This is an optimization exercise on Yosys and OpenROAD, whose aim is small area, not a production implementation. In this exercise RTL edits were held to simulation tests only and were not proved equivalent to the original. Power and IR drop assume default switching activity.

==> flow/design.v (excerpt) <==
module main(
    input wire clk,
    input wire rst_n,
    output wire scl,
    input  wire sda_i,
    output wire sda_o,
    output wire sda_oe,
    output wire lcd_rs,
    output wire lcd_rw,
    output wire lcd_en,
    output wire [7:0] lcd_data
);
For scale: about 660 cells after synthesis, roughly 17 I/O pins, roughly 0.0053 mm2 of cells after synthesis.
==> flow/config.mk <==
export PLATFORM = sky130hd
export DESIGN_NAME = main
export DESIGN_NICKNAME = main
export VERILOG_FILES = /design/flow/design.v
export SDC_FILE = /design/flow/constraint.sdc
export NUM_CORES = 4
export LEC_CHECK = 0
export ABC_AREA = 1
export CAP_MARGIN = 20
export CORE_MARGIN = 2
export CORE_UTILIZATION = 70
export PLACE_DENSITY = 0.85
export SLEW_MARGIN = 20
==> flow/constraint.sdc <==
create_clock -name core_clock -period 50.0 [get_ports {clk}]
set_input_delay 10.0000 -clock core_clock [delete_from_list [all_inputs] [get_ports {clk}]]
set_output_delay 10.0000 -clock core_clock [all_outputs]
set_load 0.01 [all_outputs]
standard.sh (not shown) runs the stock make flow with config.mk's settings and CLKGATE_MAP_FILE= SYNTH_SCRIPT=/design/flow/synth_recipe.tcl, a recipe that flattens the netlist after the stock synthesis.
==> flow/flow/run.sh <==
#!/bin/bash
# Own layout flow: the standard synthesis, then its combinational logic
# re-mapped for area by ABC (registers untouched; several random seeds of
# ABC's &deepsyn, keeping the smallest netlist), then the standard layout
# with small port buffers and a clock tree without dummy loads.
set -euo pipefail
W=$PWD
R=$W/orfs/results/${FLOW_PLATFORM}/main/base
LIB=$FLOW_HOME/platforms/${FLOW_PLATFORM}/lib/sky130_fd_sc_hd__tt_025C_1v80.lib
YOSYS=yosys
if [[ -x $FLOW_HOME/../tools/install/yosys/bin/yosys ]]; then YOSYS=$FLOW_HOME/../tools/install/yosys/bin/yosys; fi

bash standard.sh synth > $W/standard_synth.log 2>&1
cp $R/1_2_yosys.v $W/std_1_2_yosys.v

resyn() {
  local s=$1
  printf 'strash\n&get -n\n&deepsyn -T 10 -S %d\n&put\nstrash\ndch\namap\n' $s > $W/deep_$s.script
  IN=$W/std_1_2_yosys.v OUT=$W/resyn_$s.v LIB=$LIB SCRIPT=$W/deep_$s.script \
    $YOSYS -c $W/flow/resyn.tcl > $W/resyn_yosys_$s.log 2>&1 || true
}
for batch in "0 1 2 3" "4 5 6 7" "8 9 10 11" "12 13 14 15"; do
  for s in $batch; do resyn $s & done
  wait
done

best=""; best_area=""
for s in $(seq 0 15); do
  if [[ -s $W/resyn_$s.v && -s $W/resyn_$s.v.stat ]]; then
    a=$(awk '/Chip area for module/{print $NF}' $W/resyn_$s.v.stat)
    echo "seed $s area $a" >> $W/resyn_choice.log
    if [[ -z "$best" ]] || awk "BEGIN{exit !($a < $best_area)}"; then best=$s; best_area=$a; fi
  fi
done
echo "chosen seed ${best:-none} area ${best_area:-none}" >> $W/resyn_choice.log
if [[ -n "$best" ]]; then
  cp $W/resyn_$best.v $R/1_2_yosys.v
fi
rm -f $R/1_synth.odb $R/1_synth.sdc

# port buffers: the smallest buffer; clock tree: no dummy loads
bash standard.sh "BUFFER_PORTS_ARGS=-buffer_cell sky130_fd_sc_hd__buf_1" \
  "CTS_ARGS=-repair_clock_nets -dont_use_dummy_load -buf_list sky130_fd_sc_hd__clkbuf_8" \
  finish > $W/standard_layout.log 2>&1
Other scripts of this flow, unchanged in this note and not shown: flow/flow/resyn.tcl
==> next run, changes <==
--- a/flow/flow/run.sh
+++ b/flow/flow/run.sh
@@ -43 +43 @@
-  "CTS_ARGS=-repair_clock_nets -dont_use_dummy_load -buf_list sky130_fd_sc_hd__clkbuf_8" \
+  "CTS_ARGS=-sink_clustering_enable -repair_clock_nets -dont_use_dummy_load -buf_list sky130_fd_sc_hd__clkbuf_8" \
=> Clock power barely changes. Utilization does not change. Count of clock-buffer cells in the layout stays the same. Routed wire length stays the same.

---

## old
Another version of the RTL of main (not shown whole).
Size: roughly 17 I/O pins, about 5700 um2 of cells after synthesis.
Design main, start of the top module:
module main(
    input wire clk,
    input wire rst_n,
    output wire scl,
    input  wire sda_i,
    output wire sda_o,
    output wire sda_oe,
    output wire lcd_rs,
    output wire lcd_rw,
    output wire lcd_en,
    output wire [7:0] lcd_data
);
clock: 50.0 ns
lec_check: 0
abc_area: 1
cap_margin: 20
core_margin: 2
core_utilization: 40
place_density: 0.6
slew_margin: 20
==> flow/flow/run.sh <==
#!/bin/bash
# Own layout flow: the standard synthesis, then its combinational logic
# re-mapped for area by ABC (registers untouched), then the standard layout.
set -euo pipefail
W=$PWD
R=$W/orfs/results/${FLOW_PLATFORM}/main/base
LIB=$FLOW_HOME/platforms/${FLOW_PLATFORM}/lib/sky130_fd_sc_hd__tt_025C_1v80.lib
YOSYS=yosys
if [[ -x $FLOW_HOME/../tools/install/yosys/bin/yosys ]]; then YOSYS=$FLOW_HOME/../tools/install/yosys/bin/yosys; fi

bash standard.sh synth > $W/standard_synth.log 2>&1
cp $R/1_2_yosys.v $W/std_1_2_yosys.v

IN=$W/std_1_2_yosys.v OUT=$W/resyn.v LIB=$LIB SCRIPT=$W/flow/deep.script \
  $YOSYS -c $W/flow/resyn.tcl > $W/resyn_yosys.log 2>&1

cp $W/resyn.v $R/1_2_yosys.v
rm -f $R/1_synth.odb $R/1_synth.sdc
bash standard.sh > $W/standard_layout.log 2>&1
==> flow/flow/deep.script <==
strash
&get -n
&deepsyn -T 60
&put
strash
dch
map -a
==> flow/flow/resyn.tcl <==
# Re-maps the combinational logic of the standard synthesis netlist with a
# stronger ABC script; flip-flops (blackboxed here) keep their cells and names.
# env: IN OUT LIB SCRIPT
yosys -import
set lib $::env(LIB)
read_liberty -ignore_miss_func $lib
foreach m [list sky130_fd_sc_hd__dfrtp_1 sky130_fd_sc_hd__dfrtp_2 sky130_fd_sc_hd__dfrtp_4 sky130_fd_sc_hd__dfstp_1 sky130_fd_sc_hd__dfstp_2 sky130_fd_sc_hd__dfstp_4 sky130_fd_sc_hd__dfxtp_1 sky130_fd_sc_hd__dfxtp_2 sky130_fd_sc_hd__dfxtp_4 sky130_fd_sc_hd__edfxtp_1 sky130_fd_sc_hd__dfrbp_1 sky130_fd_sc_hd__dfrbp_2 sky130_fd_sc_hd__dfsbp_1 sky130_fd_sc_hd__dfsbp_2 sky130_fd_sc_hd__dfxbp_1 sky130_fd_sc_hd__dfxbp_2 sky130_fd_sc_hd__edfxbp_1 sky130_fd_sc_hd__dfbbp_1 sky130_fd_sc_hd__dfbbn_1 sky130_fd_sc_hd__dfbbn_2 sky130_fd_sc_hd__dfrtn_1 sky130_fd_sc_hd__conb_1] {
  blackbox $m
}
read_verilog $::env(IN)
hierarchy -top main
flatten
opt -purge
abc -script $::env(SCRIPT) -liberty $lib -dont_use *lpflow* -dont_use *probe* -dont_use *_fa_* -dont_use *_ha_* -dont_use *_fah_* -dont_use *_bleeder*
opt_clean -purge
hilomap -singleton -hicell sky130_fd_sc_hd__conb_1 HI -locell sky130_fd_sc_hd__conb_1 LO
insbuf -buf sky130_fd_sc_hd__buf_4 A X
opt_clean -purge
tee -o $::env(OUT).stat stat -liberty $lib
write_verilog -noattr -nohex -nodec $::env(OUT)
Setup changes, old to new
==> flow/run.sh (new file) <==
#!/bin/bash
# synth_recipe.tcl (not shown) runs the flow's synth.tcl, then flattens the netlist and writes it again
# the make line also repeats each setting of config.mk as NAME=value (left out here)
make -C /OpenROAD-flow-scripts/flow DESIGN_CONFIG=/design/flow/config.mk WORK_HOME=/design/flow/orfs CLKGATE_MAP_FILE= SYNTH_SCRIPT=/design/flow/synth_recipe.tcl finish
removed: flow/flow/run.sh
removed: flow/flow/deep.script
removed: flow/flow/resyn.tcl
removed: flow/standard.sh
==> comparison <==
- On worst hold-check slack: between old and new, it ends up lower for new.
- Compared to old, the routing of new uses more wire.
- new against old; synthesized net count is up by more than a quarter.

[static timing again, ports no longer ideal]
No port has a modelled driver above. Below, the same layouts with a new extraction and two added sets of constraints.
Step 1, drivers: a clkbuf_16 drives clk and a buf_2 each remaining input, both assumed.
Step 2 adds t to the input delays and takes it off the output delays; t is the mean of the earliest and latest rising clock arrival at the registers after step 1. Input paths then give back, and output paths get back, about the clock's delay inside the block.
Slacks: no drivers / after step 1 / after step 2; pairs: no drivers / after step 1.
run | shift t [ns] | setup slack, ns | worst setup path at the end | latest minus earliest clock arrival (ns) | worst register clock-pin slew, ns
the first run of note 1 | 0.381 | 37.710 / 37.676 / 38.057 | register to output | 0.020 / 0.019 | 0.09 / 0.09
the second run of note 1 | 0.381 | 37.710 / 37.676 / 38.057 | register to output | 0.020 / 0.019 | 0.09 / 0.09
old | 0.377 | 36.533 / 36.494 / 36.871 | register to output | 0.007 / 0.007 | 0.07 / 0.07
new | 0.390 | 37.188 / 37.146 / 37.535 | register to output | 0.007 / 0.007 | 0.07 / 0.07
After both steps every run listed still meets setup and hold.
